Context: an optimization exercise on an open-source flow, tuned for small area. The choices shown serve that exercise and are no tape-out recipe.
For this run, only the layout was checked, not whether the RTL still works.
No activity file was given, so power comes from the tool's default toggle rates.

**config.mk**
```make
export PLATFORM = sky130hd
export DESIGN_NAME = dvi_status
export DESIGN_NICKNAME = dvi_status
export VERILOG_FILES = /design/flow/design.v
export SDC_FILE = /design/flow/constraint.sdc
export NUM_CORES = 4
export LEC_CHECK = 0
export CAP_MARGIN = 0
export CORE_MARGIN = 2
export CORE_UTILIZATION = 40
export CTS_BUF_LIST = sky130_fd_sc_hd__clkbuf_8
export PLACE_DENSITY = 0.6
export SLEW_MARGIN = 0
```
**constraint.sdc**
```tcl
create_clock -name core_clock -period 10.0 [get_ports {clk}]
set_input_delay 2.0000 -clock core_clock [delete_from_list [all_inputs] [get_ports {clk}]]
set_output_delay 2.0000 -clock core_clock [all_outputs]
set_load 0.01 [all_outputs]
```
**design.v**
```verilog
module vgaout
(
	input clk,
	input rst,       
	input en,        
	input en1,       
	input [31:0] rez1,
	input [31:0] rez2,
	input [15:0] freq,
	input [15:0] elapsed,
	input  [7:0] mark,
	output de,
	output hs,
	output vs,
	output first,    
	output pix,      
	output [1:0] row
);
reg [9:0] c, d;
wire c_wrap = c[9] & c[8] & c[6] & c[5] & c[3];
wire d_wrap = d[9] & d[4] & d[3] & d[2];
wire nextline = (c == 10'd15);
wire c_load = rst | (en & c_wrap);
wire d_load = rst | (en & nextline & d_wrap);
wire [9:0] c_inc = c + {9'd0, en};
wire [9:0] d_inc = d + {9'd0, en & nextline};
always @(posedge clk) begin
	c <= c_load ? 10'd14 : c_inc;
	d <= d_load ? 10'd15 : d_inc;
end
assign hs = !(c >= 10'd15 && c <= 10'd76);
assign vs = (d >= 10'd16 && d <= 10'd21);
assign de = (c >= 10'd143 && c <= 10'd862) && (d >= 10'd46 && d <= 10'd525);
assign first = (c == 10'd143);
assign row = d[8:7];
reg [31:0] rv;
wire [1:0] ahead = {1'b0, en1} + {1'b0, en};
wire ld = (c[9:7] == 3'b001) && (c[6:0] != 7'h7f) &&
          !(c[6:0] == 7'h7e && ahead != 2'd0) &&
          !(c[6:0] == 7'h7d && ahead == 2'd2);
wire [31:0] r3 = {elapsed, freq};
wire [31:0] src;
genvar i;
generate
	for (i = 0; i < 32; i = i + 1) begin : g_src
		if (i == 15) begin : g_h
			assign src[i] = d[8] ? (d[7] ? rez2[i] : rez1[i]) : mark[i/4];
		end else if (i >= 12 && i < 15) begin : g_hn
			assign src[i] = d[7] ? rez2[i] : rez1[i];
		end else if (i % 4 == 3) begin : g_m
			assign src[i] = d[8] ? (d[7] ? rez2[i] : rez1[i]) : (d[7] ? r3[i] : mark[i/4]);
		end else begin : g_n
			assign src[i] = d[8] ? (d[7] ? rez2[i] : rez1[i]) : r3[i];
		end
	end
endgenerate
always @(posedge clk)
	if (ld)
		rv <= src;
wire window = c[9] ^ c[8];
wire [2:0] digit = {c[9], c[7:6]};
wire [1:0] x = {c[5], c[4] | c[3]};
wire [2:0] y = {d[6:5], d[4] | d[3]};
reg [3:0] nib;
always @(*)
	case (digit)
	3'd0: nib = rv[31:28];
	3'd1: nib = rv[27:24];
	3'd2: nib = rv[23:20];
	3'd3: nib = rv[19:16];
	3'd4: nib = rv[15:12];
	3'd5: nib = rv[11:8];
	3'd6: nib = rv[7:4];
	default: nib = rv[3:0];
	endcase
reg [6:0] ss;    
always @(*)
	case (nib)
	4'h0: ss = 7'b0111111;
	4'h1: ss = 7'b0000110;
	4'h2: ss = 7'b1011011;
	4'h3: ss = 7'b1001111;
	4'h4: ss = 7'b1100110;
	4'h5: ss = 7'b1101101;
	4'h6: ss = 7'b1111101;
	4'h7: ss = 7'b0000111;
	4'h8: ss = 7'b1111111;
	4'h9: ss = 7'b1101111;
	4'ha: ss = 7'b1110111;
	4'hb: ss = 7'b1111100;
	4'hc: ss = 7'b0111001;
	4'hd: ss = 7'b1011110;
	4'he: ss = 7'b1111001;
	default: ss = 7'b1110001;
	endcase
wire [3:0] yr = d[6:3];
wire l_top = (yr == 4'd0);
wire l_mid = (yr == 4'd4);
wire l_bot = (yr == 4'd8);
wire l_upper = (yr <= 4'd4);
wire l_lower = (yr >= 4'd4) && (yr <= 4'd8);
wire x0 = (x == 2'd0), x1 = (x == 2'd1), x2 = (x == 2'd2);
wire hide = (d[8:7] == 2'b01) && (digit == 3'd4);
wire rezpix = !hide && (
	((ss[0] & l_top | ss[3] & l_bot) & !(x[1] & x[0])) |
	(ss[6] & l_mid & x1) |
	((ss[5] & x0 | ss[1] & x2) & l_upper) |
	((ss[4] & x0 | ss[2] & x2) & l_lower));
wire mrow = (d >= 10'd111 && d <= 10'd118);
wire mpix = (x != 2'd3) && mrow && nib[3];
assign pix = window && (d[9:7] == 3'b000 ? mpix : (!d[9] && rezpix));
endmodule
module tmds_encoder
(
	input clk,
	input rst,        
	input blank,
	input ff,         
	input f7,         
	output neg        
);
	reg [3:0] dc_bias;
	assign neg = dc_bias[3];
	always @(posedge clk)
		if (rst || blank)
			dc_bias <= 4'd0;
		else if (neg)
			dc_bias <= dc_bias + (ff ? 4'd3 : f7 ? 4'd2 : 4'd5);
		else
			dc_bias <= dc_bias - (f7 ? 4'd3 : 4'd4);
endmodule
module dvi_status
(
	input clk,               
	input rst,               
	input clk_en,            
	input [31:0] rez1,       
	input [31:0] rez2,       
	input [15:0] freq,       
	input [15:0] elapsed,    
	input  [7:0] mark,
	output [9:0] tmds_red,
	output [9:0] tmds_green,
	output [9:0] tmds_blue
);
	reg rst1, rst2, en1, en2;
	always @(posedge clk) begin
		rst1 <= rst;
		rst2 <= rst1;
		en1 <= clk_en;
		en2 <= en1;
	end
	wire de, hs, vs, first, pix;
	wire [1:0] row;
	vgaout showrez
	(
		.clk(clk),
		.rst(rst2),
		.en(en2),
		.en1(en1),
		.rez1(rez1),
		.rez2(rez2),
		.freq(freq),
		.elapsed(elapsed),
		.mark(mark),
		.de(de),
		.hs(hs),
		.vs(vs),
		.first(first),
		.pix(pix),
		.row(row)
	);
	wire r_ff = pix & row[0];
	wire g_ff = pix & ~(row[1] & row[0]);
	wire b_ff = pix & ~row[1] & ~row[0];
	wire b_7f = ~pix & ~first;
	wire blank = ~de;
	wire p_neg, z_neg, b_neg;
	tmds_encoder u21 (.clk(clk), .rst(rst2), .blank(blank), .ff(pix),  .f7(1'b0), .neg(p_neg));
	tmds_encoder u22 (.clk(clk), .rst(rst2), .blank(blank), .ff(1'b0), .f7(1'b0), .neg(z_neg));
	tmds_encoder u23 (.clk(clk), .rst(rst2), .blank(blank), .ff(b_ff), .f7(b_7f), .neg(b_neg));
	wire r_neg = row[0] ? p_neg : z_neg;
	wire g_neg = (row[1] & row[0]) ? z_neg : p_neg;
	wire k = rst2 | blank;
	assign tmds_red   = {k | (r_ff ^ r_neg), k | ~r_ff,
	                     ~k & r_neg, k | r_neg, ~k & r_neg, k | r_neg,
	                     ~k & r_neg, k | r_neg, ~k & r_neg, ~k & r_neg};
	assign tmds_green = {k | (g_ff ^ g_neg), k | ~g_ff,
	                     ~k & g_neg, k | g_neg, ~k & g_neg, k | g_neg,
	                     ~k & g_neg, k | g_neg, ~k & g_neg, ~k & g_neg};
	wire c0 = ~hs;                       
	wire c1 = ~vs;                       
	wire b_00 = ~b_ff & ~b_7f;
	wire b9 = blank ? ~(c1 ^ c0) : (b_neg ^ ~b_00);
	wire b8 = blank ? ~c0 : b_00;
	wire b7 = blank ? c0 : (b_neg ^ b_7f);
	wire bo = blank ? c0 : b_neg;        
	wire be = blank ? ~c0 : b_neg;       
	assign tmds_blue = {b9 | rst2, b8 | rst2, b7 & ~rst2, be | rst2, bo & ~rst2, be | rst2,
	                    bo & ~rst2, be | rst2, bo & ~rst2, bo & ~rst2};
endmodule
```
**flow/run.sh**
```bash
#!/bin/bash
# Layout flow: the standard layout (standard.sh), with three changes:
#  - ports are buffered with the smallest buffer (buf_1) instead of the
#    resizer's default pick;
#  - right after floorplan, each combinational cell is set to the smallest
#    cell of the same function (repair_design sizes up again where needed);
#  - clock tree built from clkbuf_4 without dummy loads.
# Each step's full tool output goes to orfs/logs (ORFS's own logs); make's
# output goes to standard.log in this folder.
set -euo pipefail
here=$(cd "$(dirname "$0")" && pwd)
export BUFFER_PORTS_ARGS="-buffer_cell sky130_fd_sc_hd__buf_1"
export POST_FLOORPLAN_TCL="$here/downsize.tcl"
export CTS_ARGS="-sink_clustering_enable -sink_clustering_size 34 -sink_clustering_max_diameter 200 -buf_list sky130_fd_sc_hd__clkbuf_8 -dont_use_dummy_load -repair_clock_nets"
bash standard.sh > standard.log 2>&1
```
**flow/downsize.tcl**
```tcl
# Set every combinational cell to the smallest-area cell of the same
# function (same base name, other drive strength). Registers, clock cells,
# tie cells and physical cells are left as they are.
set n 0
foreach inst [get_cells *] {
  set master [get_property $inst ref_name]
  if {![regexp {^(sky130_fd_sc_hd__([a-z0-9]+))_([0-9]+)$} $master -> base short size]} { continue }
  if {[regexp {^(df|edf|sdf|sedf|dl|clk|conb|tap|fill|decap|diode|lpflow|probe)} $short]} { continue }
  set best ""
  set best_area 1e9
  foreach lc [get_lib_cells -quiet "*/${base}_*"] {
    set name [get_name $lc]
    if {![regexp "^${base}_\[0-9\]+\$" $name]} { continue }
    if {[get_property $lc dont_use]} { continue }
    set skip 0
    foreach pat $::env(DONT_USE_CELLS) { if {[string match $pat $name]} { set skip 1 } }
    if {$skip} { continue }
    set a [get_property $lc area]
    if {$a < $best_area} { set best_area $a; set best $lc }
  }
  if {$best ne "" && [get_name $best] ne $master} {
    replace_cell $inst $best
    incr n
  }
}
puts "downsize: replaced $n cells"
```
**standard.sh**
```bash
#!/bin/bash
# synth_recipe.tcl (not shown) runs the flow's synth.tcl, then flattens the netlist and writes it again
# the make line also repeats each setting of config.mk as NAME=value (left out here)
make -C /OpenROAD-flow-scripts/flow DESIGN_CONFIG=/design/flow/config.mk WORK_HOME=/design/flow/orfs CLKGATE_MAP_FILE= SYNTH_SCRIPT=/design/flow/synth_recipe.tcl "${@:-finish}"
```
==> out/summary.log <==
[outcome] run status timing/DRC/antenna clean
[place] DP Worst Slack 3.27 ns
[setup_path] kind of end point of the critical path primary output
[setup_path] Worst Reg2Reg Path Length in Cells 17
[power_and_ir_drop] switching power share of the total 23.6%
[detailed_routing] number of iterations in the first detailed-routing pass 5
[layout] layout net count 705
[place] number of cells after detailed placement 711
[detailed_routing] Iteration-0 DRC Markers 183
[place] last weighted congestion value of the routability-driven placer 0.825
[hold_path] Hold Crit Depth 0
[setup_path] WP data required 8.00 ns
[detailed_routing] number of routed nets with antenna violations 0
[clocking] CTS tree yes
[clocking] count of hold buffers inserted by post-cts repair 0
[power_and_ir_drop] cell area power density 105 nW/um^2
[setup_path] Startpoint Class flop
[timing] crit path setup slack, layout 2.93 ns
[layout] diode insertion count for antenna repair 0
[grt] number of global-route vias before repair 3695
[clocking] clk sinks 68
[detailed_routing] via total after detailed routing 3768
[floorplan] number of rows created at floorplan 39
[clocking] number of buffers inserted by post-CTS setup repair 0
[floorplan] Placeable Area 11300 sq um
[synth] cell taking the most area after synthesis sky130_fd_sc_hd__edfxtp_1
[synth] total nets after synthesis 608
[timing] minimum clock period 7.07 ns
[clocking] number of H-tree levels 3
[floorplan] Boundary Pins 137
[synth] ys async rst share 0%
[setup_path] reg2reg end u23.dc_bias[2]$_SDFF_PN0_
[timing] headroom to the max-slew limit 25.3%
[synth] Post-Synthesis Cells 482
[synth] register bit count reported by yosys 68
[timing] Clock Skews 0.0312 ns
[detailed_routing] Remaining DRCs 0
[setup_path] launching point of the worst reg2reg path showrez.c[9]$_SDFF_PP0_
[grt] initial antenna violation count 0
[hold_path] capture endpoint of the worst hold path rst2$_DFF_P_
[timing] count of endpoints failing hold in the final timing report 0
[clocking] Clock transition at path regs 0.07 ns
[grt] total global routing track utilization 16.5%
[power_and_ir_drop] Max rail drop VDD 0.0480 mV
[grt] largest net degree at the start of global routing 59
[layout] Non-Filler Instances 720
[timing] final-layout setup total negative slack 0 ns
[timing] maximum clock rate 141 MHz
[clocking] Max Buffers Root-to-Sink 2
[layout] utilization of the core after routing 44.7%
[grt] global-route wire length before repair 17000 um
[clocking] buffer type at the clock tree root sky130_fd_sc_hd__clkbuf_8
[layout] signed area change from the synthesized netlist to the final layout 9.68%
[place] post-DP HPWL 7460 um
[synth] most instantiated cells after synthesis sky130_fd_sc_hd__nor2_1 (61), sky130_fd_sc_hd__mux2i_1 (38), sky130_fd_sc_hd__dfxtp_1 (36)
[timing] unrepaired setup endpoints after global routing no
[power_and_ir_drop] leakage power figure 1.66 nW
[timing] Final setup violation count 0
[detailed_routing] drt wl/cell 13.7 um
[synth] number of flops mapped to enable cells by yosys 32
[clocking] number of buffers inserted during clock tree synthesis 9
[timing] Worst Max-Slew Pin Slew 1.12 ns
[setup_path] reg-to-reg slack, setup 4.87 ns
[floorplan] Die Outline Area 12400 sq um
[setup_path] highest net fanout along the worst path 23
[timing] share of the clock period used by the worst path after layout 70.7%
[synth] most common cell in the netlist sky130_fd_sc_hd__nor2_1
[hold_path] critical hold path startpoint rst1$_DFF_P_
[floorplan] overall die width 111 um
[synth] Post-Synthesis Mean Instance Area 9.57 sq um
[floorplan] Die Ht 111 um
[synth] warnings from Yosys 3
[synth] dominant register cell in the synthesized netlist sky130_fd_sc_hd__dfxtp_1
[setup_path] WS Path Type reg -> out
[synth] area of the mapped netlist 4610 sq um
[synth] share of the yosys chip area belonging to registers 36.4%
[power_and_ir_drop] Switch Pwr 0.125 mW
[setup_path] signal arrival time at the worst endpoint 5.07 ns
[detailed_routing] Detailed Route WL 9890 um
[hold_path] type of the worst min-delay path reg -> reg
[place] count of buffers inserted at the top-level ports 132
[flow_run] max capacitance violation total 0
[layout] share of layout cells above drive strength 1 3.99%
[power_and_ir_drop] Power Internal 0.405 mW
[synth] number of distinct library cells after synthesis 72
[timing] number of slew-limit violations in the final report 0
[floorplan] initial standard-cell utilization of the core 40.8%
[clocking] Skew-Pair Late Insertion Delay 0.35 ns
[power_and_ir_drop] proportion of power drawn by combinational gates 11.4%
[detailed_routing] Vias/cell 5.23
[power_and_ir_drop] clock network fraction of design power 31.4%
[clocking] number of gates resized after CTS 0
[timing] Fin Hold WS 0.330 ns
[synth] share of the synthesized area in the top cell type 20.8%
[power_and_ir_drop] share of power burned in registers 57.2%
[grt] remaining global-route overflow 0
[synth] main area contributors after synthesis sky130_fd_sc_hd__edfxtp_1 (21%), sky130_fd_sc_hd__dfxtp_1 (16%), sky130_fd_sc_hd__mux2i_1 (8.2%)
## layer usage
layer / part of all wire (%) / up-vias / GRT usage [%]
li1: - / 1927 / -
met1: 45 / 1730 / 21.0
met2: 49 / 102 / 27.9
met3: 4.7 / 9 / 3.48
met4: 1.5 / 0 / 5.35
met5: 0 / - / 0
## power by group through the flow
stage	combinational, mW	clock, mW	sequential, mW
2_1_floorplan	0.0436	0	0.305
3_3_place_gp	0.0591	0	0.309
3_5_place_dp	0.0607	0	0.309
4_1_cts	0.0610	0.172	0.303
5_1_grt	0.0685	0.183	0.305
6_report	0.0602	0.167	0.303
## cells in the final DEF (no fill, tap or decap), types with 8 or more instances in the layout
| master | netlist | layout |
|---|---|---|
| sky130_fd_sc_hd__xor2_1 | 10 | 10 |
| sky130_fd_sc_hd__ha_1 | 18 | 18 |
| sky130_fd_sc_hd__mux2_1 | 2 | 8 |
| sky130_fd_sc_hd__nor2_1 | 61 | 61 |
| sky130_fd_sc_hd__a21oi_1 | 32 | 32 |
| sky130_fd_sc_hd__clkbuf_8 | 0 | 9 |
| sky130_fd_sc_hd__nand3_1 | 16 | 18 |
| sky130_fd_sc_hd__o21ai_0 | 14 | 14 |
| sky130_fd_sc_hd__nand2_1 | 23 | 24 |
| sky130_fd_sc_hd__xnor2_1 | 9 | 9 |
| sky130_fd_sc_hd__mux4_2 | 8 | 8 |
| sky130_fd_sc_hd__buf_1 | 5 | 132 |
| sky130_fd_sc_hd__inv_1 | 15 | 15 |
| sky130_fd_sc_hd__mux2i_1 | 38 | 38 |
| sky130_fd_sc_hd__and3_1 | 8 | 8 |
| sky130_fd_sc_hd__dfxtp_1 | 36 | 34 |
| sky130_fd_sc_hd__edfxtp_1 | 32 | 32 |
## cell type report
class,instances,area (sq um)
flip-flops and latches,68,1680
well taps,143,179
clock buffers,9,124
fillers,1121,6260
repair buffers,135,518
inverters,15,56.3
multi-input cells,350,2500
## flip-flops by register name, summed over array words and instances (netlist names)
| signal | cells |
|---|---|
| en1 | 1 |
| en2 | 1 |
| rst1 | 1 |
| rst2 | 1 |
| showrez.c | 10 |
| showrez.d | 10 |
| showrez.rv | 32 |
| u21.dc_bias | 4 |
| u22.dc_bias | 4 |
| u23.dc_bias | 4 |
## worst max path at each step
stage	start	end	slack, ns	depth (start not counted)
finish	showrez.c[9]$_SDFF_PP0_	tmds_blue[9]	2.93	15
global route	showrez.c[9]$_SDFF_PP0_	tmds_blue[9]	2.59	15
detailed placement	showrez.c[9]$_SDFF_PP0_	tmds_blue[9]	3.27	15
global placement	showrez.c[9]$_SDFF_PP0_	tmds_blue[9]	3.36	15
floorplan	showrez.c[9]$_SDFF_PP0_	tmds_blue[9]	4.50	14
CTS	showrez.c[9]$_SDFF_PP0_	tmds_blue[9]	2.91	15
## through the flow
stage	total power, mW	cell area [sq um]
3_3_place_gp	0.368	4940
6_report	0.530	5060
5_1_grt	0.556	5060
3_5_place_dp	0.370	4940
2_1_floorplan	0.348	4610
4_1_cts	0.537	5060
## worst max-delay path: stages (launching register included)
cell                        delay (ns)
sky130_fd_sc_hd__dfxtp_1          0.98
sky130_fd_sc_hd__mux2_1           0.40
sky130_fd_sc_hd__o2bb2ai_1        0.13
sky130_fd_sc_hd__o32ai_1          0.78
sky130_fd_sc_hd__inv_1            0.16
sky130_fd_sc_hd__ha_1             0.36
sky130_fd_sc_hd__mux4_2           0.45
sky130_fd_sc_hd__or2_0            0.21
sky130_fd_sc_hd__nand3_1          0.08
sky130_fd_sc_hd__a221oi_1         0.09
sky130_fd_sc_hd__buf_4            0.20
sky130_fd_sc_hd__o21bai_1         0.12
sky130_fd_sc_hd__o21ai_0          0.12
sky130_fd_sc_hd__ha_1             0.30
sky130_fd_sc_hd__a211o_1          0.25
sky130_fd_sc_hd__buf_1            0.13
## logic make-up (layout without fill, tap and decap cells)
logic type	count (synthesis)	after routing	synth area share, %
adder cells (fa/ha/maj)	19	19	5.31
buffers and inverters	64	159	7.48
flip-flops	68	68	36.4
AND/OR/NAND/NOR	164	164	17.8
AO/OA/AOI/OAI	94	94	15.2
multiplexers	54	54	14.2
XOR/XNOR	19	19	3.61

-- re-timing with driven ports --
The results above use ideal ports. As a check the final layout listed here was re-extracted and re-timed, cells and wires unchanged. Step 1 (the two cells are an assumption about what drives the block):
set clk [get_ports {clk}]
set_driving_cell -lib_cell sky130_fd_sc_hd__clkbuf_16 $clk
set_driving_cell -lib_cell sky130_fd_sc_hd__buf_2 [delete_from_list [all_inputs] $clk]
Step 2 moves the port delays by t, midway between the first and last clock arrival at a register: inputs arrive t later, outputs are due t later. That takes back most of the time a late clock gives input paths. a / b / c = no drivers / after step 1 / after step 2; a / b = the first two.
t, ns: 0.365
slack for setup (ns): 2.929 / 2.896 / 3.261
hold slack, ns: 0.330 / 0.330 / 0.330
worst data-port slew with drivers (ns): 0.03
pins driven straight from the clock port: 1
After both steps this run still meets setup and hold. The setup slack of this run moves by -0.033 ns with the drivers and by +0.332 ns with both steps.
